Context: an optimization exercise on an open-source flow, tuned for small area and a short achievable clock period. The choices shown serve that exercise and are no tape-out recipe.
No functional check of the RTL was part of any run shown here.
No activity file was given, so power comes from the tool's default toggle rates.

===== config.mk =====
export PLATFORM = sky130hd
export DESIGN_NAME = multiplier
export DESIGN_NICKNAME = multiplier
export VERILOG_FILES = /design/flow/design.v
export SDC_FILE = /design/flow/constraint.sdc
export NUM_CORES = 4
export LEC_CHECK = 0
export CAP_MARGIN = 20
export CORE_MARGIN = 2
export CORE_UTILIZATION = 40
export SLEW_MARGIN = 20

===== constraint.sdc =====
create_clock -name core_clock -period 4.0 [get_ports {clk}]
set_input_delay 0.8000 -clock core_clock [delete_from_list [all_inputs] [get_ports {clk}]]
set_output_delay 0.8000 -clock core_clock [all_outputs]
set_load 0.01 [all_outputs]

===== design.v =====
module multiplier(clk, INPUT_A, INPUT_B, RES);
  input clk;
  input [7:0] INPUT_A, INPUT_B;
  output reg [15:0] RES;
  reg [7:0] a_r, b_r;
  reg r2_0_0;
  reg r2_1_0;
  reg r2_1_1;
  reg r2_2_0;
  reg r2_2_1;
  reg r2_2_2;
  reg r2_3_0;
  reg r2_3_1;
  reg r2_3_2;
  reg r2_4_0;
  reg r2_4_1;
  reg r2_4_2;
  reg r2_5_0;
  reg r2_5_1;
  reg r2_5_2;
  reg r2_6_0;
  reg r2_6_1;
  reg r2_6_2;
  reg r2_7_0;
  reg r2_7_1;
  reg r2_7_2;
  reg r2_8_0;
  reg r2_8_1;
  reg r2_8_2;
  reg r2_9_0;
  reg r2_9_1;
  reg r2_9_2;
  reg r2_10_0;
  reg r2_10_1;
  reg r2_10_2;
  reg r2_11_0;
  reg r2_11_1;
  reg r2_11_2;
  reg r2_12_0;
  reg r2_12_1;
  reg r2_12_2;
  reg r2_13_0;
  reg r2_13_1;
  reg r2_13_2;
  reg r2_14_0;
  wire [15:0] prod;
  wire pp1;
  wire pp2;
  wire pp3;
  wire pp4;
  wire pp5;
  wire pp6;
  wire pp7;
  wire pp8;
  wire pp9;
  wire pp10;
  wire pp11;
  wire pp12;
  wire pp13;
  wire pp14;
  wire pp15;
  wire pp16;
  wire pp17;
  wire pp18;
  wire pp19;
  wire pp20;
  wire pp21;
  wire pp22;
  wire pp23;
  wire pp24;
  wire pp25;
  wire pp26;
  wire pp27;
  wire pp28;
  wire pp29;
  wire pp30;
  wire pp31;
  wire pp32;
  wire pp33;
  wire pp34;
  wire pp35;
  wire pp36;
  wire pp37;
  wire pp38;
  wire pp39;
  wire pp40;
  wire pp41;
  wire pp42;
  wire pp43;
  wire pp44;
  wire pp45;
  wire pp46;
  wire pp47;
  wire pp48;
  wire pp49;
  wire pp50;
  wire pp51;
  wire pp52;
  wire pp53;
  wire pp54;
  wire pp55;
  wire pp56;
  wire pp57;
  wire pp58;
  wire pp59;
  wire pp60;
  wire pp61;
  wire pp62;
  wire pp63;
  wire pp64;
  wire s65;
  wire c66;
  wire s67;
  wire c68;
  wire s69;
  wire c70;
  wire s71;
  wire c72;
  wire s73;
  wire c74;
  wire s75;
  wire c76;
  wire s77;
  wire c78;
  wire s79;
  wire c80;
  wire s81;
  wire c82;
  wire s83;
  wire c84;
  wire s85;
  wire c86;
  wire s87;
  wire c88;
  wire s89;
  wire c90;
  wire s91;
  wire c92;
  wire s93;
  wire c94;
  wire s95;
  wire c96;
  wire s97;
  wire c98;
  wire s99;
  wire c100;
  wire s101;
  wire c102;
  wire s103;
  wire c104;
  wire s105;
  wire c106;
  wire s107;
  wire c108;
  wire s109;
  wire c110;
  wire s111;
  wire c112;
  wire s113;
  wire c114;
  wire s115;
  wire c116;
  wire s117;
  wire c118;
  wire s119;
  wire c120;
  wire s121;
  wire c122;
  wire s123;
  wire c124;
  wire s125;
  wire c126;
  wire s127;
  wire c128;
  wire s129;
  wire c130;
  wire s131;
  wire c132;
  wire s133;
  wire c134;
  wire s135;
  wire c136;
  wire s137;
  wire c138;
  wire s139;
  wire c140;
  wire s141;
  wire c142;
  wire s143;
  wire c144;
  wire s145;
  wire c146;
  wire s147;
  wire c148;
  always @(posedge clk) begin
    a_r <= INPUT_A;
    b_r <= INPUT_B;
    r2_0_0 <= pp1;
    r2_1_0 <= pp2;
    r2_1_1 <= pp9;
    r2_2_0 <= pp3;
    r2_2_1 <= pp10;
    r2_2_2 <= pp17;
    r2_3_0 <= pp18;
    r2_3_1 <= pp25;
    r2_3_2 <= s105;
    r2_4_0 <= s77;
    r2_4_1 <= s107;
    r2_4_2 <= c106;
    r2_5_0 <= s79;
    r2_5_1 <= s109;
    r2_5_2 <= c108;
    r2_6_0 <= s85;
    r2_6_1 <= s111;
    r2_6_2 <= c110;
    r2_7_0 <= s89;
    r2_7_1 <= s113;
    r2_7_2 <= c112;
    r2_8_0 <= s93;
    r2_8_1 <= s115;
    r2_8_2 <= c114;
    r2_9_0 <= s97;
    r2_9_1 <= s117;
    r2_9_2 <= c116;
    r2_10_0 <= c98;
    r2_10_1 <= s119;
    r2_10_2 <= c118;
    r2_11_0 <= c102;
    r2_11_1 <= s121;
    r2_11_2 <= c120;
    r2_12_0 <= c104;
    r2_12_1 <= s123;
    r2_12_2 <= c122;
    r2_13_0 <= pp56;
    r2_13_1 <= pp63;
    r2_13_2 <= c124;
    r2_14_0 <= pp64;
    RES <= prod;
  end
  assign pp1 = a_r[0] & b_r[0];
  assign pp2 = a_r[0] & b_r[1];
  assign pp3 = a_r[0] & b_r[2];
  assign pp4 = a_r[0] & b_r[3];
  assign pp5 = a_r[0] & b_r[4];
  assign pp6 = a_r[0] & b_r[5];
  assign pp7 = a_r[0] & b_r[6];
  assign pp8 = a_r[0] & b_r[7];
  assign pp9 = a_r[1] & b_r[0];
  assign pp10 = a_r[1] & b_r[1];
  assign pp11 = a_r[1] & b_r[2];
  assign pp12 = a_r[1] & b_r[3];
  assign pp13 = a_r[1] & b_r[4];
  assign pp14 = a_r[1] & b_r[5];
  assign pp15 = a_r[1] & b_r[6];
  assign pp16 = a_r[1] & b_r[7];
  assign pp17 = a_r[2] & b_r[0];
  assign pp18 = a_r[2] & b_r[1];
  assign pp19 = a_r[2] & b_r[2];
  assign pp20 = a_r[2] & b_r[3];
  assign pp21 = a_r[2] & b_r[4];
  assign pp22 = a_r[2] & b_r[5];
  assign pp23 = a_r[2] & b_r[6];
  assign pp24 = a_r[2] & b_r[7];
  assign pp25 = a_r[3] & b_r[0];
  assign pp26 = a_r[3] & b_r[1];
  assign pp27 = a_r[3] & b_r[2];
  assign pp28 = a_r[3] & b_r[3];
  assign pp29 = a_r[3] & b_r[4];
  assign pp30 = a_r[3] & b_r[5];
  assign pp31 = a_r[3] & b_r[6];
  assign pp32 = a_r[3] & b_r[7];
  assign pp33 = a_r[4] & b_r[0];
  assign pp34 = a_r[4] & b_r[1];
  assign pp35 = a_r[4] & b_r[2];
  assign pp36 = a_r[4] & b_r[3];
  assign pp37 = a_r[4] & b_r[4];
  assign pp38 = a_r[4] & b_r[5];
  assign pp39 = a_r[4] & b_r[6];
  assign pp40 = a_r[4] & b_r[7];
  assign pp41 = a_r[5] & b_r[0];
  assign pp42 = a_r[5] & b_r[1];
  assign pp43 = a_r[5] & b_r[2];
  assign pp44 = a_r[5] & b_r[3];
  assign pp45 = a_r[5] & b_r[4];
  assign pp46 = a_r[5] & b_r[5];
  assign pp47 = a_r[5] & b_r[6];
  assign pp48 = a_r[5] & b_r[7];
  assign pp49 = a_r[6] & b_r[0];
  assign pp50 = a_r[6] & b_r[1];
  assign pp51 = a_r[6] & b_r[2];
  assign pp52 = a_r[6] & b_r[3];
  assign pp53 = a_r[6] & b_r[4];
  assign pp54 = a_r[6] & b_r[5];
  assign pp55 = a_r[6] & b_r[6];
  assign pp56 = a_r[6] & b_r[7];
  assign pp57 = a_r[7] & b_r[0];
  assign pp58 = a_r[7] & b_r[1];
  assign pp59 = a_r[7] & b_r[2];
  assign pp60 = a_r[7] & b_r[3];
  assign pp61 = a_r[7] & b_r[4];
  assign pp62 = a_r[7] & b_r[5];
  assign pp63 = a_r[7] & b_r[6];
  assign pp64 = a_r[7] & b_r[7];
  assign s65 = pp7 ^ pp14;
  assign c66 = pp7 & pp14;
  assign s67 = pp8 ^ pp15 ^ pp22;
  assign c68 = (pp8 & pp15) | (pp8 & pp22) | (pp15 & pp22);
  assign s69 = pp29 ^ pp36;
  assign c70 = pp29 & pp36;
  assign s71 = pp16 ^ pp23 ^ pp30;
  assign c72 = (pp16 & pp23) | (pp16 & pp30) | (pp23 & pp30);
  assign s73 = pp37 ^ pp44;
  assign c74 = pp37 & pp44;
  assign s75 = pp24 ^ pp31 ^ pp38;
  assign c76 = (pp24 & pp31) | (pp24 & pp38) | (pp31 & pp38);
  assign s77 = pp5 ^ pp12;
  assign c78 = pp5 & pp12;
  assign s79 = pp6 ^ pp13 ^ pp20;
  assign c80 = (pp6 & pp13) | (pp6 & pp20) | (pp13 & pp20);
  assign s81 = pp27 ^ pp34;
  assign c82 = pp27 & pp34;
  assign s83 = pp21 ^ pp28 ^ pp35;
  assign c84 = (pp21 & pp28) | (pp21 & pp35) | (pp28 & pp35);
  assign s85 = pp42 ^ pp49 ^ s65;
  assign c86 = (pp42 & pp49) | (pp42 & s65) | (pp49 & s65);
  assign s87 = pp43 ^ pp50 ^ pp57;
  assign c88 = (pp43 & pp50) | (pp43 & pp57) | (pp50 & pp57);
  assign s89 = c66 ^ s69 ^ s67;
  assign c90 = (c66 & s69) | (c66 & s67) | (s69 & s67);
  assign s91 = pp51 ^ pp58 ^ c70;
  assign c92 = (pp51 & pp58) | (pp51 & c70) | (pp58 & c70);
  assign s93 = s73 ^ c68 ^ s71;
  assign c94 = (s73 & c68) | (s73 & s71) | (c68 & s71);
  assign s95 = pp45 ^ pp52 ^ pp59;
  assign c96 = (pp45 & pp52) | (pp45 & pp59) | (pp52 & pp59);
  assign s97 = c74 ^ c72 ^ s75;
  assign c98 = (c74 & c72) | (c74 & s75) | (c72 & s75);
  assign s99 = pp32 ^ pp39 ^ pp46;
  assign c100 = (pp32 & pp39) | (pp32 & pp46) | (pp39 & pp46);
  assign s101 = pp53 ^ pp60 ^ c76;
  assign c102 = (pp53 & pp60) | (pp53 & c76) | (pp60 & c76);
  assign s103 = pp40 ^ pp47 ^ pp54;
  assign c104 = (pp40 & pp47) | (pp40 & pp54) | (pp47 & pp54);
  assign s105 = pp4 ^ pp11;
  assign c106 = pp4 & pp11;
  assign s107 = pp19 ^ pp26 ^ pp33;
  assign c108 = (pp19 & pp26) | (pp19 & pp33) | (pp26 & pp33);
  assign s109 = pp41 ^ c78 ^ s81;
  assign c110 = (pp41 & c78) | (pp41 & s81) | (c78 & s81);
  assign s111 = c82 ^ c80 ^ s83;
  assign c112 = (c82 & c80) | (c82 & s83) | (c80 & s83);
  assign s113 = c84 ^ s87 ^ c86;
  assign c114 = (c84 & s87) | (c84 & c86) | (s87 & c86);
  assign s115 = c88 ^ s91 ^ c90;
  assign c116 = (c88 & s91) | (c88 & c90) | (s91 & c90);
  assign s117 = s95 ^ c92 ^ c94;
  assign c118 = (s95 & c92) | (s95 & c94) | (c92 & c94);
  assign s119 = c96 ^ s99 ^ s101;
  assign c120 = (c96 & s99) | (c96 & s101) | (s99 & s101);
  assign s121 = pp61 ^ c100 ^ s103;
  assign c122 = (pp61 & c100) | (pp61 & s103) | (c100 & s103);
  assign s123 = pp48 ^ pp55 ^ pp62;
  assign c124 = (pp48 & pp55) | (pp48 & pp62) | (pp55 & pp62);
  assign s125 = r2_2_0 ^ r2_2_1;
  assign c126 = r2_2_0 & r2_2_1;
  assign s127 = r2_3_0 ^ r2_3_1 ^ r2_3_2;
  assign c128 = (r2_3_0 & r2_3_1) | (r2_3_0 & r2_3_2) | (r2_3_1 & r2_3_2);
  assign s129 = r2_4_0 ^ r2_4_1 ^ r2_4_2;
  assign c130 = (r2_4_0 & r2_4_1) | (r2_4_0 & r2_4_2) | (r2_4_1 & r2_4_2);
  assign s131 = r2_5_0 ^ r2_5_1 ^ r2_5_2;
  assign c132 = (r2_5_0 & r2_5_1) | (r2_5_0 & r2_5_2) | (r2_5_1 & r2_5_2);
  assign s133 = r2_6_0 ^ r2_6_1 ^ r2_6_2;
  assign c134 = (r2_6_0 & r2_6_1) | (r2_6_0 & r2_6_2) | (r2_6_1 & r2_6_2);
  assign s135 = r2_7_0 ^ r2_7_1 ^ r2_7_2;
  assign c136 = (r2_7_0 & r2_7_1) | (r2_7_0 & r2_7_2) | (r2_7_1 & r2_7_2);
  assign s137 = r2_8_0 ^ r2_8_1 ^ r2_8_2;
  assign c138 = (r2_8_0 & r2_8_1) | (r2_8_0 & r2_8_2) | (r2_8_1 & r2_8_2);
  assign s139 = r2_9_0 ^ r2_9_1 ^ r2_9_2;
  assign c140 = (r2_9_0 & r2_9_1) | (r2_9_0 & r2_9_2) | (r2_9_1 & r2_9_2);
  assign s141 = r2_10_0 ^ r2_10_1 ^ r2_10_2;
  assign c142 = (r2_10_0 & r2_10_1) | (r2_10_0 & r2_10_2) | (r2_10_1 & r2_10_2);
  assign s143 = r2_11_0 ^ r2_11_1 ^ r2_11_2;
  assign c144 = (r2_11_0 & r2_11_1) | (r2_11_0 & r2_11_2) | (r2_11_1 & r2_11_2);
  assign s145 = r2_12_0 ^ r2_12_1 ^ r2_12_2;
  assign c146 = (r2_12_0 & r2_12_1) | (r2_12_0 & r2_12_2) | (r2_12_1 & r2_12_2);
  assign s147 = r2_13_0 ^ r2_13_1 ^ r2_13_2;
  assign c148 = (r2_13_0 & r2_13_1) | (r2_13_0 & r2_13_2) | (r2_13_1 & r2_13_2);
  assign prod = {1'b0, r2_14_0, s147, s145, s143, s141, s139, s137, s135, s133, s131, s129, s127, r2_2_2, r2_1_0, r2_0_0} + {1'b0, c148, c146, c144, c142, c140, c138, c136, c134, c132, c130, c128, c126, s125, r2_1_1, 1'b0};
endmodule

===== run.sh =====
#!/bin/bash
# synth_recipe.tcl (not shown) runs the flow's synth.tcl, then flattens the netlist and writes it again
# the make line also repeats each setting of config.mk as NAME=value (left out here)
make -C /OpenROAD-flow-scripts/flow DESIGN_CONFIG=/design/flow/config.mk WORK_HOME=/design/flow/orfs CLKGATE_MAP_FILE= SYNTH_SCRIPT=/design/flow/synth_recipe.tcl finish

==> out/results.ini, run 1 <==
[cts]
cts.reportedPaths.clkPinSlew_ps = 80
cts_tree = built
cts-root-buf = clkbuf_8
clk_latency_ps = 340
cts_setup_buffers = 0
clock_sinks = 72
post_cts_resized = 0
cts_buffer_depth = 2
cts-htree-levels = 3
cts_buffers = 9
cts_hold_buf = 0

[timing]
fin_skew_ps = 6.50
slew_viol_final = 0
post-route-min-period_ps = 2240
setup_viol = 0
timing.final.crit_share_pct = 56.1
hold_viol = 0
slew_headroom_pct = 78.5
finalWorstSetupSlack_ps = 1760
setup_tns_ps = 0
tightest_slew_ps = 323
rsz0062_at_grt = false
fmax_mhz = 446

[yosys]
synth.area.top_cells = dfxtp_1 (44%), fa_1 (22%), ha_1 (8.0%)
synth_cell_types = 30
yosys.area.top_type = dfxtp_1
ys_ff_latch = 72
synth_top_cell_area_share_pct = 43.7
ys_warn_count = 1
avgSynthCellArea_sq_um = 11.3
netlist_instances = 292
syn_nets = 366
ys_seq_area_share_pct = 43.7
syn-cell-area_sq_um = 3300

[run_status]
outcome = finished clean

[grt]
grt_pass1_wl_um = 9400
grt_max_degree = 13
grt-ovfl-total = 0
grt_antenna_before_repair = 0
grt_usage_pct = 13.6
grt_pass1_vias = 2061

[hold_path]
hp-class = reg2reg
min_to = RES[0]
hp-start = r2_0_0
hold_depth = 0

[floorplanning]
core_area_sq_um = 8090
boundaryPins = 33
initial_utilization_pct = 40.8
die_h_um = 94.8
row_count = 33
die_w_um = 94.8
design.die.area_sq_um = 8990

[drt]
wire_per_inst_um = 12.2
top_layer = met4
vias = 2003
wirelength_um = 5430
wl_met1_um = 2670
wl_met2_um = 2420
route.antenna.remaining_nets = 0
drc = 0
viasPerCell = 4.51
drtPass1Iterations = 4
wl_met3_um = 247
first_iter_violations = 65

[placement]
dp_hpwl_um = 4220
pre_cts_ws_ps = 1800
post-place-cells = 428
io_buffers = 32
place_congestion = 0.848

[setup_path]
ff2ff_setup_slack_ps = 1760
crit_fanout = 4
cp.required_ps = 4240
start_kind = flip-flop
critPathKind = reg2reg
endpoint_kind = flip-flop
reg2reg_depth = 7
arrival_ps = 2480
reg2reg_from = r2_3_0
worstReg2RegEnd = RES[11]

[layout]
areaGrowthSynthToFinish_pct = 19.8
largestRegisters = RES x16, a_r x8, b_r x8
final_cell_mix = dfxtp_1 (72), and2_1 (38), fa_1 (36), nand2_1 (32), clkdlybuf4s50_1 (32)
largest_reg_flops = 16
layout-drive-gt1-share_pct = 5.90
final_cells = 444
nFillCells = 768
largest_register = RES
layout_commonest_cell = dfxtp_1
finalNetCount = 408
num_antenna_cells = 0

[pwr]
p_per_area_nw_per_um2 = 585
p_seq_share_pct = 39.7
clkPwrFrac_pct = 25.1
switching_share_pct = 31.4
p_switching_w = 0.000727
ir_worst_vdd_v = 0.000190
p_comb_share_pct = 35.2
internal_power_w = 0.00159
p_leak_nw = 1.82

[flow_run]
cap_violations = 0

==> power by group through the flow <==
stage | clock network, W | registers, W | logic [W]
after floorplan | 0 | 0.000959 | 0.000529
after global placement | 0 | 0.000933 | 0.000804
after detailed placement | 0 | 0.000937 | 0.000815
after CTS | 0.000601 | 0.000921 | 0.000818
after global routing | 0.000627 | 0.000934 | 0.000932
final | 0.000581 | 0.000917 | 0.000813
==> final cells by class <==
cell class	count	area, sq um	area share, %
tap	105	131	3.32
multi-input combinational	190	1750	44.2
clock buffer	11	151	3.83
clock inverter	5	55.1	1.39
sequential	72	1440	36.4
inverter	29	109	2.75
timing repair buffer	32	320	8.10
==> layer usage <==
metal | global-route usage, % | vias up
met5 | 0 | -
met4 | 5.07 | 0
met3 | 3.35 | 10
met2 | 21.9 | 43
met1 | 17.9 | 938
li1 | - | 1012
==> worst max-delay path by stage <==
| stage | end | startpoint |
|---|---|---|
| 6_report | RES[11] | r2_3_0 |
| 5_1_grt | RES[11] | r2_3_0 |
| 4_1_cts | RES[11] | r2_3_0 |
| 3_5_place_dp | RES[11] | r2_3_0 |
| 3_3_place_gp | RES[11] | r2_3_0 |
| 2_1_floorplan | RES[9] | r2_5_0 |
==> cell families (layout without fill, tap and decap cells) <==
group,count (synthesis),count (layout),synth area share (%)
adder cells (fa/ha/maj),57,57,29.8
AO/OA/AOI/OAI,34,34,6.56
XOR/XNOR,10,10,2.65
AND/OR/NAND/NOR,89,89,13.9
buffers and inverters,30,77,3.41
flip-flops,72,72,43.7
==> cell usage after synthesis <==
| cell | count |
|---|---|
| a211o_1 | 1 |
| a21boi_1 | 1 |
| a21o_1 | 5 |
| a21oi_1 | 14 |
| a21oi_2 | 1 |
| a31o_2 | 1 |
| and2_1 | 38 |
| and3_1 | 1 |
| clkbuf_1 | 1 |
| dfxtp_1 | 72 |
| fa_1 | 36 |
| ha_1 | 21 |
| inv_1 | 29 |
| nand2_1 | 32 |
| nand2b_1 | 1 |
| nand3_1 | 2 |
| nand4_1 | 2 |
| nor2_1 | 8 |
| nor2b_1 | 1 |
| nor3_1 | 2 |
| nor3b_2 | 1 |
| o211ai_1 | 2 |
| o21ai_0 | 2 |
| o21ai_1 | 4 |
| o21bai_1 | 1 |
| o22ai_1 | 1 |
| o41ai_2 | 1 |
| or4_1 | 1 |
| xnor2_1 | 6 |
| xor2_1 | 4 |
==> critical path, stage by stage, from the launching register on <==
cell and delay [ps]:
dfxtp_1 330, fa_1 490, ha_1 360, a21o_1 160, nand4_1 180, a21oi_1 350, nor2_1 140, xnor2_1 140
==> per-stage QoR <==
stage / hold WS [ps] / cell area (sq um) / total power (W) / util, %
finish: 333 / 3960 / 0.00231 / 48.9
CTS: 336 / 3960 / 0.00234 / 48.9
global placement: 314 / 3750 / 0.00174 / 46.3
floorplan: 310 / 3300 / 0.00149 / -
detailed placement: 319 / 3750 / 0.00175 / 46.3
global route: 339 / 3960 / 0.00249 / 48.9
==> run 2, diff against run 1 <==
--- a/config.mk
+++ b/config.mk
@@ -7,2 +7,3 @@
 export LEC_CHECK = 0
+export ABC_CLOCK_PERIOD_IN_PS = 1500
 export CAP_MARGIN = 20
==> run 2 against run 1 <==
  * Flip-flop and latch count unchanged
  * Register-to-register slack about the same
  * Utilization unchanged
  * Die area unchanged
  * Critical endpoint unchanged
  * Largest cell class unchanged
  * Highest routed layer unchanged
==> out/results.ini, run 2 <==
[run_status]
outcome = finished clean

[placement]
dp_hpwl_um = 4220
post_dp_cell_area_sq_um = 3750
post-place-cells = 428
io_buffers = 32
place_congestion = 0.848

[timing]
post-route-min-period_ps = 2240
slew_viol_final = 0
timing.final.crit_share_pct = 56.1
fin_skew_ps = 6.50
slew_headroom_pct = 78.5
setup_tns_ps = 0
fmax_mhz = 446
setup_viol = 0
hold_viol = 0
whs_ps = 333
tightest_slew_ps = 323
rsz0062_at_grt = false

[floorplanning]
boundaryPins = 33
design.die.area_sq_um = 8990
initial_utilization_pct = 40.8
die_w_um = 94.8
die_h_um = 94.8
row_count = 33
core_area_sq_um = 8090

[setup_path]
crit_fanout = 4
cp.required_ps = 4240
start_kind = flip-flop
arrival_ps = 2480
endpoint_kind = flip-flop
critPathKind = reg2reg

[cts]
cts-htree-levels = 3
cts.reportedPaths.clkPinSlew_ps = 80
clk_latency_ps = 340
cts_tree = built
cts_buffer_depth = 2
cts_hold_buf = 0
post_cts_resized = 0
clock_sinks = 72
cts_buffers = 9
cts-root-buf = clkbuf_8
cts_setup_buffers = 0

[yosys]
ys_ff_latch = 72
synth_most_common_cell = dfxtp_1
synth_edf_count = 0
synthFlopType = dfxtp_1
avgSynthCellArea_sq_um = 11.3
ys_warn_count = 1
synth_commonest_cells = dfxtp_1 (72), and2_1 (38), fa_1 (36)
synthMuxAreaShare_pct = 0
synth_top_cell_area_share_pct = 43.7
syn_nets = 366
synth_top_family_by_area = adder cells
syn-cell-area_sq_um = 3300
synth.area.top_cells = dfxtp_1 (44%), fa_1 (22%), ha_1 (8.0%)
yosys.area.top_type = dfxtp_1
ys_seq_area_share_pct = 43.7
synth_cell_types = 30
yosys.area_share.simple_pct = 13.9
ys_async_sr_fraction_pct = 0
synth_compound_area_share_pct = 6.56
synthXorXnorAreaFrac_pct = 2.65
synthAdderAreaFrac_pct = 29.8
netlist_instances = 292

[grt]
grt_pass1_wl_um = 9400
grt_antenna_before_repair = 0
grt_pass1_vias = 2061
grt-ovfl-total = 0
grt_max_degree = 13
grt_usage_pct = 13.6

[layout]
final_area_sq_um = 3960
final_cell_mix = dfxtp_1 (72), and2_1 (38), fa_1 (36), nand2_1 (32), clkdlybuf4s50_1 (32)
nFillCells = 768
num_antenna_cells = 0
regArea_sq_um = 1440
layout_commonest_cell = dfxtp_1
largest_reg_flops = 16
areaGrowthSynthToFinish_pct = 19.8
largest_register = RES
final_cells = 444
multi_input_area_sq_um = 1750
layout-drive-gt1-share_pct = 5.90
largestRegisters = RES x16, a_r x8, b_r x8
finalNetCount = 408

[drt]
drtPass1Iterations = 4
viasPerCell = 4.51
wire_per_inst_um = 12.2
wl_met3_um = 247
wl_met1_um = 2670
wirelength_um = 5430
vias = 2003
top_layer = met4
wl_met2_um = 2420
drc = 0
route.antenna.remaining_nets = 0
first_iter_violations = 65

[flow_run]
cap_violations = 0

[pwr]
p_leak_nw = 1.82
ir_worst_vdd_v = 0.000190
p_total_w = 0.00231
p_per_area_nw_per_um2 = 585

[hold_path]
hp-class = reg2reg

[run 2: layer usage]
layer	vias up	GRT usage, %
met5	-	0
met4	0	5.07
met3	10	3.35
met2	43	21.9
met1	938	17.9
li1	1012	-
[run 2: logic make-up after synthesis]
| logic type | after synthesis |
|---|---|
| flip-flops | 72 |
| AND/OR/NAND/NOR | 89 |
| adder cells (fa/ha/maj) | 57 |
| XOR/XNOR | 10 |
| AO/OA/AOI/OAI | 34 |
| buffers and inverters | 30 |
[run 2: critical path, cell delays in order (launching register included)]
cell and delay, ps:
dfxtp_1 330, fa_1 490, ha_1 360, a21o_1 160
nand4_1 180, a21oi_1 350, nor2_1 140, xnor2_1 140
[run 2: area by class of cell]
class / instances / area share [%]
multi-input combinational: 190 / 44.2
sequential: 72 / 36.4
timing repair buffer: 32 / 8.10
clock buffer: 11 / 3.83
tap: 105 / 3.32
inverter: 29 / 2.75
clock inverter: 5 / 1.39
[run 2: power breakdown]
group	switching [W]	leakage, nW	internal, W
Sequential	0.0000618	0.603	0.000856
Clock	0.000262	0.101	0.000320
Combinational	0.000403	1.11	0.000410
Total	0.000727	1.82	0.00159
[run 2: per-stage QoR]
stage	utilization (%)	worst slack [ps]
2_1_floorplan	-	1940
3_3_place_gp	46.3	1820
3_5_place_dp	46.3	1800
4_1_cts	48.9	1790
5_1_grt	48.9	1680
6_report	48.9	1760
[run 2: worst paths after layout]
path | startpoint | to | slack (ps) | depth (start not counted)
max | r2_3_0 | RES[11] | 1760 | 7
min | r2_0_0 | RES[0] | 330 | 0
max reg2reg | r2_3_0 | RES[11] | 1760 | 7
min reg2reg | r2_0_0 | RES[0] | 330 | 0
==> run 3, diff against run 2 <==
--- a/config.mk
+++ b/config.mk
@@ -7,3 +7,2 @@
 export LEC_CHECK = 0
-export ABC_CLOCK_PERIOD_IN_PS = 1500
 export CAP_MARGIN = 20
@@ -11,2 +10,3 @@
 export CORE_UTILIZATION = 40
+export SETUP_SLACK_MARGIN = 2.0
 export SLEW_MARGIN = 20
==> run 3 against run 2 <==
  * Critical path depth did not move
  * Die area did not move
  * Highest routed layer unchanged
  * Critical path type unchanged
  * Sequential share of layout area fell by 2.1 points
  * Flip-flop and latch count did not move
  * Clock skew rose by 1.5 ps
  * Clock power barely moved
  * Global-route usage rose by 1.7 points
  * Fmax rose by 5.3%
==> out/results.ini, run 3 <==
[floorplanning]
die_h_um = 94.8
initial_utilization_pct = 40.8
design.die.area_sq_um = 8990
boundaryPins = 33
core_area_sq_um = 8090
row_count = 33
die_w_um = 94.8

[grt]
grt_pass1_wl_um = 10400
grt-ovfl-total = 0
grt_max_degree = 14
grt_pass1_vias = 2159
grt_antenna_before_repair = 0
grt_usage_pct = 15.3

[layout]
largest_reg_flops = 16
areaGrowthSynthToFinish_pct = 30.1
finalNetCount = 425
layout_commonest_cell = dfxtp_1
layout-drive-gt1-share_pct = 21.6
num_antenna_cells = 0
largestRegisters = RES x16, a_r x8, b_r x8
final_cell_mix = dfxtp_1 (60), and2_1 (36), fa_1 (32), nand2_1 (29), inv_1 (27)
largest_register = RES

[pwr]
ir_worst_vdd_v = 0.000182
internal_power_w = 0.00169
p_per_area_nw_per_um2 = 587
switching_share_pct = 33.0
p_comb_share_pct = 40.7
p_seq_share_pct = 36.2
p_total_w = 0.00252
p_leak_nw = 2.04
p_switching_w = 0.000831
clkPwrFrac_pct = 23.2

[yosys]
synth_top_cell_area_share_pct = 43.7
ys_warn_count = 1
syn-cell-area_sq_um = 3300
syn_nets = 366
ys_ff_latch = 72
netlist_instances = 292
synth.area.top_cells = dfxtp_1 (44%), fa_1 (22%), ha_1 (8.0%)
synth_cell_types = 30
ys_seq_area_share_pct = 43.7
synthFlopType = dfxtp_1
yosys.area.top_type = dfxtp_1
synth_commonest_cells = dfxtp_1 (72), and2_1 (38), fa_1 (36)
synth_most_common_cell = dfxtp_1
avgSynthCellArea_sq_um = 11.3
ys_async_sr_fraction_pct = 0
synth_edf_count = 0

[drt]
first_iter_violations = 57
wirelength_um = 6210
viasPerCell = 4.56
vias = 2102
wire_per_inst_um = 13.5
route.antenna.remaining_nets = 0
drc = 0
drtPass1Iterations = 4

[setup_path]
endpoint_kind = flip-flop
cpPeakStageDelay_ps = 520
critPathKind = reg2reg
crit_fanout = 4
critPathBufInv = 0
cp.required_ps = 4280
path_cells = fa_1 -> ha_4 -> nand2_4 -> o211ai_1 -> nor3b_4 -> a21o_1 -> xor2_1
arrival_ps = 2410
start_kind = flip-flop
cp_slowest_cell = fa_1
crit_family = adder cells

[flow_run]
cap_violations = 0

[placement]
io_buffers = 32
place_congestion = 0.830
dp_hpwl_um = 4310

[timing]
rsz0062_at_grt = true
timing.final.crit_share_pct = 53.2
fin_skew_ps = 7.96
tightest_slew_ps = 327
slew_headroom_pct = 78.2
fmax_mhz = 470
post-route-min-period_ps = 2130
setup_tns_ps = 0
setup_viol = 0
whs_ps = 336
hold_viol = 0
slew_viol_final = 0

[cts]
cts-htree-levels = 3
cts.reportedPaths.clkPinSlew_ps = 80
cts_buffers = 9
clk_latency_ps = 350
cts_buffer_depth = 2
clock_sinks = 72
cts_tree = built
cts-root-buf = clkbuf_8

[run_status]
outcome = finished clean

[hold_path]
hp-class = reg2reg

## run 3: cell counts after synthesis
Identical to the previous run, type by type.
## run 3: final timing paths
path | from | endpoint | slack [ps] | depth (start not counted)
worst max-delay path | r2_4_0 | RES[14] | 1870 | 7
worst min-delay path | r2_0_0 | RES[0] | 340 | 0
worst max register to register | r2_4_0 | RES[14] | 1870 | 7
worst min register to register | r2_0_0 | RES[0] | 340 | 0
## run 3: cell families after synthesis
kind of cell | count (synthesis) | share of synthesized area (%)
AO/OA/AOI/OAI | 34 | 6.56
XOR/XNOR | 10 | 2.65
flip-flops | 72 | 43.7
AND/OR/NAND/NOR | 89 | 13.9
adder cells (fa/ha/maj) | 57 | 29.8
buffers and inverters | 30 | 3.41
## run 3: power groups by stage
| stage | Clock [W] | Combinational, W | Sequential, W |
|---|---|---|---|
| 2_1_floorplan | 0 | 0.000541 | 0.000958 |
| 3_3_place_gp | 0 | 0.000815 | 0.000934 |
| 3_5_place_dp | 0 | 0.000832 | 0.000937 |
| 4_1_cts | 0.000598 | 0.000907 | 0.000917 |
| 5_1_grt | 0.000626 | 0.00113 | 0.000926 |
| 6_report | 0.000584 | 0.00103 | 0.000912 |
## run 3: area by class of cell
| type | instances | area, sq um |
|---|---|---|
| Multi-Input combinational cell | 190 | 1910 |
| Inverter | 29 | 109 |
| Clock buffer | 10 | 138 |
| Sequential cell | 72 | 1480 |
| Clock inverter | 6 | 67.6 |
| Tap cell | 105 | 131 |
| Timing Repair Buffer | 49 | 467 |
| Fill cell | 737 | 3800 |
## run 3: routing by layer
metal  part of all wire, %  up-vias  global-route usage (%)
met4                   1.4        0                    7.00
met3                   3.3        8                    3.35
met1                    46     1007                    19.6
li1                      -     1051                       -
met2                    49       36                    24.9
met5                     0        -                       0
## run 3: what timing repair did
item                                    CTS  global route
pin swaps                                12            20
hold buffers                              0             0
endpoints found under the setup margin   18            23
cloned                                    0             0
setup buffers                            10             7
gates resized for setup                  34            33
## run 3: stage by stage
step	std cells	worst slack (ps)	area, sq um	utilization, %
after floorplan	292	2000	3320	-
after global placement	428	1820	3760	46.5
after detailed placement	428	1810	3760	46.5
after CTS	454	1870	4130	51.1
after global routing	461	1780	4300	53.1
final	461	1870	4300	53.1
==> run 4, diff against run 3 <==
--- a/design.v
+++ b/design.v
@@ -10,37 +10,26 @@
   reg r2_2_1;
-  reg r2_2_2;
   reg r2_3_0;
   reg r2_3_1;
-  reg r2_3_2;
   reg r2_4_0;
   reg r2_4_1;
-  reg r2_4_2;
   reg r2_5_0;
   reg r2_5_1;
-  reg r2_5_2;
   reg r2_6_0;
   reg r2_6_1;
-  reg r2_6_2;
   reg r2_7_0;
   reg r2_7_1;
-  reg r2_7_2;
   reg r2_8_0;
   reg r2_8_1;
-  reg r2_8_2;
   reg r2_9_0;
   reg r2_9_1;
-  reg r2_9_2;
   reg r2_10_0;
   reg r2_10_1;
-  reg r2_10_2;
   reg r2_11_0;
   reg r2_11_1;
-  reg r2_11_2;
   reg r2_12_0;
   reg r2_12_1;
-  reg r2_12_2;
   reg r2_13_0;
   reg r2_13_1;
-  reg r2_13_2;
   reg r2_14_0;
+  reg r2_14_1;
   wire [15:0] prod;
@@ -200,39 +189,28 @@
     r2_1_1 <= pp9;
-    r2_2_0 <= pp3;
-    r2_2_1 <= pp10;
-    r2_2_2 <= pp17;
-    r2_3_0 <= pp18;
-    r2_3_1 <= pp25;
-    r2_3_2 <= s105;
-    r2_4_0 <= s77;
-    r2_4_1 <= s107;
-    r2_4_2 <= c106;
-    r2_5_0 <= s79;
-    r2_5_1 <= s109;
-    r2_5_2 <= c108;
-    r2_6_0 <= s85;
-    r2_6_1 <= s111;
-    r2_6_2 <= c110;
-    r2_7_0 <= s89;
-    r2_7_1 <= s113;
-    r2_7_2 <= c112;
-    r2_8_0 <= s93;
-    r2_8_1 <= s115;
-    r2_8_2 <= c114;
-    r2_9_0 <= s97;
-    r2_9_1 <= s117;
-    r2_9_2 <= c116;
-    r2_10_0 <= c98;
-    r2_10_1 <= s119;
-    r2_10_2 <= c118;
-    r2_11_0 <= c102;
-    r2_11_1 <= s121;
-    r2_11_2 <= c120;
-    r2_12_0 <= c104;
-    r2_12_1 <= s123;
-    r2_12_2 <= c122;
-    r2_13_0 <= pp56;
-    r2_13_1 <= pp63;
-    r2_13_2 <= c124;
+    r2_2_0 <= pp17;
+    r2_2_1 <= s125;
+    r2_3_0 <= s127;
+    r2_3_1 <= c126;
+    r2_4_0 <= s129;
+    r2_4_1 <= c128;
+    r2_5_0 <= s131;
+    r2_5_1 <= c130;
+    r2_6_0 <= s133;
+    r2_6_1 <= c132;
+    r2_7_0 <= s135;
+    r2_7_1 <= c134;
+    r2_8_0 <= s137;
+    r2_8_1 <= c136;
+    r2_9_0 <= s139;
+    r2_9_1 <= c138;
+    r2_10_0 <= s141;
+    r2_10_1 <= c140;
+    r2_11_0 <= s143;
+    r2_11_1 <= c142;
+    r2_12_0 <= s145;
+    r2_12_1 <= c144;
+    r2_13_0 <= s147;
+    r2_13_1 <= c146;
     r2_14_0 <= pp64;
+    r2_14_1 <= c148;
     RES <= prod;
@@ -363,27 +341,27 @@
   assign c124 = (pp48 & pp55) | (pp48 & pp62) | (pp55 & pp62);
-  assign s125 = r2_2_0 ^ r2_2_1;
-  assign c126 = r2_2_0 & r2_2_1;
-  assign s127 = r2_3_0 ^ r2_3_1 ^ r2_3_2;
-  assign c128 = (r2_3_0 & r2_3_1) | (r2_3_0 & r2_3_2) | (r2_3_1 & r2_3_2);
-  assign s129 = r2_4_0 ^ r2_4_1 ^ r2_4_2;
-  assign c130 = (r2_4_0 & r2_4_1) | (r2_4_0 & r2_4_2) | (r2_4_1 & r2_4_2);
-  assign s131 = r2_5_0 ^ r2_5_1 ^ r2_5_2;
-  assign c132 = (r2_5_0 & r2_5_1) | (r2_5_0 & r2_5_2) | (r2_5_1 & r2_5_2);
-  assign s133 = r2_6_0 ^ r2_6_1 ^ r2_6_2;
-  assign c134 = (r2_6_0 & r2_6_1) | (r2_6_0 & r2_6_2) | (r2_6_1 & r2_6_2);
-  assign s135 = r2_7_0 ^ r2_7_1 ^ r2_7_2;
-  assign c136 = (r2_7_0 & r2_7_1) | (r2_7_0 & r2_7_2) | (r2_7_1 & r2_7_2);
-  assign s137 = r2_8_0 ^ r2_8_1 ^ r2_8_2;
-  assign c138 = (r2_8_0 & r2_8_1) | (r2_8_0 & r2_8_2) | (r2_8_1 & r2_8_2);
-  assign s139 = r2_9_0 ^ r2_9_1 ^ r2_9_2;
-  assign c140 = (r2_9_0 & r2_9_1) | (r2_9_0 & r2_9_2) | (r2_9_1 & r2_9_2);
-  assign s141 = r2_10_0 ^ r2_10_1 ^ r2_10_2;
-  assign c142 = (r2_10_0 & r2_10_1) | (r2_10_0 & r2_10_2) | (r2_10_1 & r2_10_2);
-  assign s143 = r2_11_0 ^ r2_11_1 ^ r2_11_2;
-  assign c144 = (r2_11_0 & r2_11_1) | (r2_11_0 & r2_11_2) | (r2_11_1 & r2_11_2);
-  assign s145 = r2_12_0 ^ r2_12_1 ^ r2_12_2;
-  assign c146 = (r2_12_0 & r2_12_1) | (r2_12_0 & r2_12_2) | (r2_12_1 & r2_12_2);
-  assign s147 = r2_13_0 ^ r2_13_1 ^ r2_13_2;
-  assign c148 = (r2_13_0 & r2_13_1) | (r2_13_0 & r2_13_2) | (r2_13_1 & r2_13_2);
-  assign prod = {1'b0, r2_14_0, s147, s145, s143, s141, s139, s137, s135, s133, s131, s129, s127, r2_2_2, r2_1_0, r2_0_0} + {1'b0, c148, c146, c144, c142, c140, c138, c136, c134, c132, c130, c128, c126, s125, r2_1_1, 1'b0};
+  assign s125 = pp3 ^ pp10;
+  assign c126 = pp3 & pp10;
+  assign s127 = pp18 ^ pp25 ^ s105;
+  assign c128 = (pp18 & pp25) | (pp18 & s105) | (pp25 & s105);
+  assign s129 = c106 ^ s77 ^ s107;
+  assign c130 = (c106 & s77) | (c106 & s107) | (s77 & s107);
+  assign s131 = c108 ^ s79 ^ s109;
+  assign c132 = (c108 & s79) | (c108 & s109) | (s79 & s109);
+  assign s133 = c110 ^ s85 ^ s111;
+  assign c134 = (c110 & s85) | (c110 & s111) | (s85 & s111);
+  assign s135 = c112 ^ s89 ^ s113;
+  assign c136 = (c112 & s89) | (c112 & s113) | (s89 & s113);
+  assign s137 = c114 ^ s93 ^ s115;
+  assign c138 = (c114 & s93) | (c114 & s115) | (s93 & s115);
+  assign s139 = s97 ^ c116 ^ s117;
+  assign c140 = (s97 & c116) | (s97 & s117) | (c116 & s117);
+  assign s141 = c98 ^ c118 ^ s119;
+  assign c142 = (c98 & c118) | (c98 & s119) | (c118 & s119);
+  assign s143 = c102 ^ s121 ^ c120;
+  assign c144 = (c102 & s121) | (c102 & c120) | (s121 & c120);
+  assign s145 = c104 ^ s123 ^ c122;
+  assign c146 = (c104 & s123) | (c104 & c122) | (s123 & c122);
+  assign s147 = pp56 ^ pp63 ^ c124;
+  assign c148 = (pp56 & pp63) | (pp56 & c124) | (pp63 & c124);
+  assign prod = {1'b0, r2_14_0, r2_13_0, r2_12_0, r2_11_0, r2_10_0, r2_9_0, r2_8_0, r2_7_0, r2_6_0, r2_5_0, r2_4_0, r2_3_0, r2_2_0, r2_1_0, r2_0_0} + {1'b0, r2_14_1, r2_13_1, r2_12_1, r2_11_1, r2_10_1, r2_9_1, r2_8_1, r2_7_1, r2_6_1, r2_5_1, r2_4_1, r2_3_1, r2_2_1, r2_1_1, 1'b0};
 endmodule
--- a/config.mk
+++ b/config.mk
@@ -10,3 +10,2 @@
 export CORE_UTILIZATION = 40
-export SETUP_SLACK_MARGIN = 2.0
 export SLEW_MARGIN = 20
==> run 4 against run 3 <==
  * Still clean on timing, DRC and antenna
  * Critical path depth is 1 higher
  * Setup slack lost 460 ps
  * Wire length decreased by 10%
  * Fmax fell by 18%
  * Clock skew down 2.8 ps
  * Final area fell by 12%
  * Sequential share of layout area decreased by 2.0 points
  * Utilization is 4.3 points lower
  * Final cell count shrank 3.9%
  * Non-clock buffer count is 17 lower
  * Sequential power decreased by 11%
  * Die area is 3.6% lower
  * Largest cell class unchanged
  * Highest routed layer unchanged
==> out/results.ini, run 4 <==
[grt]
grt-ovfl-total = 0
grt_pass1_vias = 2157
grt_antenna_before_repair = 0
grt_pass1_wl_um = 9840
grt_max_degree = 10
grt_usage_pct = 14.8

[pwr]
p_total_w = 0.00212
p_leak_nw = 1.70
p_per_area_nw_per_um2 = 564
ir_worst_vdd_v = 0.000176

[drt]
wire_per_inst_um = 12.6
first_iter_violations = 52
wirelength_um = 5580
drc = 0
viasPerCell = 4.67
route.antenna.remaining_nets = 0
drtPass1Iterations = 4
vias = 2071

[placement]
pre_cts_ws_ps = 1390
place_congestion = 0.896
io_buffers = 32
post_dp_cell_area_sq_um = 3620
dp_hpwl_um = 4310

[layout]
largestRegisters = RES x16, a_r x8, b_r x8
finalNetCount = 412
final_cell_mix = dfxtp_1 (61), and2_1 (42), fa_1 (36), inv_1 (35), clkdlybuf4s50_1 (32)
largest_reg_flops = 16
areaGrowthSynthToFinish_pct = 18.5
final_area_sq_um = 3770
layout_commonest_cell = dfxtp_1
layout-drive-gt1-share_pct = 4.99
num_antenna_cells = 0
largest_register = RES

[floorplanning]
boundaryPins = 33
design.die.area_sq_um = 8670
die_h_um = 93.1
row_count = 32
initial_utilization_pct = 41.1
die_w_um = 93.1
core_area_sq_um = 7730

[cts]
cts_hold_buf = 0
post_cts_resized = 0
clk_latency_ps = 330
cts_setup_buffers = 0
cts.reportedPaths.clkPinSlew_ps = 60
cts_buffers = 9
cts-htree-levels = 3
cts-root-buf = clkbuf_8
clock_sinks = 61
cts_buffer_depth = 2
cts_tree = built

[yosys]
avgSynthCellArea_sq_um = 10.7
synth_edf_count = 0
synth_commonest_cells = dfxtp_1 (61), and2_1 (42), fa_1 (36)
ys_async_sr_fraction_pct = 0
synth_cell_types = 38
synth.area.top_cells = dfxtp_1 (38%), fa_1 (23%), and2_1 (8.3%)
synth_top_cell_area_share_pct = 38.4
syn_nets = 370
synthFlopType = dfxtp_1
ys_warn_count = 1
ys_ff_latch = 61
ys_seq_area_share_pct = 38.4
yosys.area.top_type = dfxtp_1
synth_most_common_cell = dfxtp_1
syn-cell-area_sq_um = 3180
netlist_instances = 296

[run_status]
outcome = finished clean

[setup_path]
arrival_ps = 2790
endpoint_kind = flip-flop
cp.required_ps = 4210
ff2ff_setup_slack_ps = 1410
critPathKind = reg2reg
start_kind = flip-flop
crit_fanout = 8

[timing]
timing.final.crit_share_pct = 64.7
setup_tns_ps = 0
rsz0062_at_grt = false
fmax_mhz = 386
fin_skew_ps = 5.15
post-route-min-period_ps = 2590
slew_viol_final = 0
setup_viol = 0
finalWorstSetupSlack_ps = 1410
tightest_slew_ps = 559
slew_headroom_pct = 61.8
hold_viol = 0

[hold_path]
hp-class = reg2reg

[flow_run]
cap_violations = 0

-- run 4: cell types whose count changed in the layout (fill, tap and decap cells not counted), moves of 5 or more --
| cell | delta |
|---|---|
| buf_4 | -17 |
| clkdlybuf4s50_1 | +15 |
| dlymetal6s2s_1 | -10 |
| dfxtp_4 | -8 |
| inv_1 | +8 |
| ha_1 | +7 |
| and2_1 | +6 |
| ha_4 | -6 |
| o21ai_0 | +6 |
| dlygate4sd2_1 | -5 |
-- run 4: final timing paths --
kind,to,depth (start not counted),start
max,r2_8_0,8,b_r[7]
min,RES[0],0,r2_0_0
max reg2reg,r2_8_0,8,b_r[7]
min reg2reg,RES[0],0,r2_0_0
-- run 4: critical path, cell delays in order, from the launching register on --
cell and delay (ps):
dfxtp_1 450, nand2_1 130, fa_1 550, inv_1 50, fa_1 350, inv_1 70
fa_1 400, inv_1 70, fa_1 400
-- run 4: cell type report --
type                       instances  area, sq um
fill                             711         3960
clock inverter                     3         15.0
tap                              102          128
sequential                        61         1220
clock buffer                      11          131
timing repair buffer              32          320
multi-input combinational        199         1820
inverter                          35          131
-- run 4: cell families (layout without fill, tap and decap cells) --
kind of cell,count (synthesis),count (layout),synth area share [%]
AO/OA/AOI/OAI,38,38,8.15
XOR/XNOR,8,8,2.20
adder cells (fa/ha/maj),57,57,30.9
buffers and inverters,36,81,4.29
flip-flops,61,61,38.4
AND/OR/NAND/NOR,96,96,16.0
-- run 4: metal layers --
layer / vias to the layer above / GRT usage [%] / part of all wire, %
li1: 1039 / - / -
met1: 978 / 18.9 / 49
met4: 0 / 7.11 / 1.9
met2: 46 / 22.8 / 45
met5: - / 0 / 0
met3: 8 / 4.51 / 3.9
-- run 4: through the flow --
stage / hold slack [ps] / instances / util, %
finish: 344 / 443 / 48.8
detailed placement: 332 / 429 / 46.9
floorplan: 310 / 296 / -
global route: 347 / 443 / 48.8
CTS: 347 / 443 / 48.8
global placement: 314 / 429 / 46.9
-- run 4: power by group --
group / internal (W) / switching, W / leakage [nW]
Combinational: 0.000428 / 0.000452 / 1.11
Sequential: 0.000762 / 0.0000532 / 0.512
Clock: 0.000215 / 0.000214 / 0.0788

## separate check: timing with driven ports
How much do the figures lean on ideal ports? The routed layouts below were timed once more, with nothing changed but the port constraints. Step 1 assumes that a clkbuf_16 drives the clock port and a buf_2 every other input. Step 2 moves the port delays by t, midway between the first and last clock arrival at a register: inputs arrive t later, outputs are due t later. That takes back most of the time a late clock gives input paths. Three values: ideal ports, drivers, drivers and shift; two values: the first two.
| run | shift t [ns] | slack for setup (ns) | worst setup path at the end | clock arrival spread, ns | slew at the worst register clock pin (ns) |
|---|---|---|---|---|---|
| run 1 | 0.366 | 1.757 / 1.757 / 1.757 | register to register | 0.006 / 0.006 | 0.08 / 0.08 |
| run 2 | 0.366 | 1.757 / 1.757 / 1.757 | register to register | 0.006 / 0.006 | 0.08 / 0.08 |
| run 3 | 0.374 | 1.870 / 1.870 / 1.870 | register to register | 0.008 / 0.008 | 0.08 / 0.08 |
| run 4 | 0.354 | 1.413 / 1.413 / 1.413 | register to register | 0.006 / 0.005 | 0.06 / 0.06 |
After both steps every run listed still meets setup and hold.
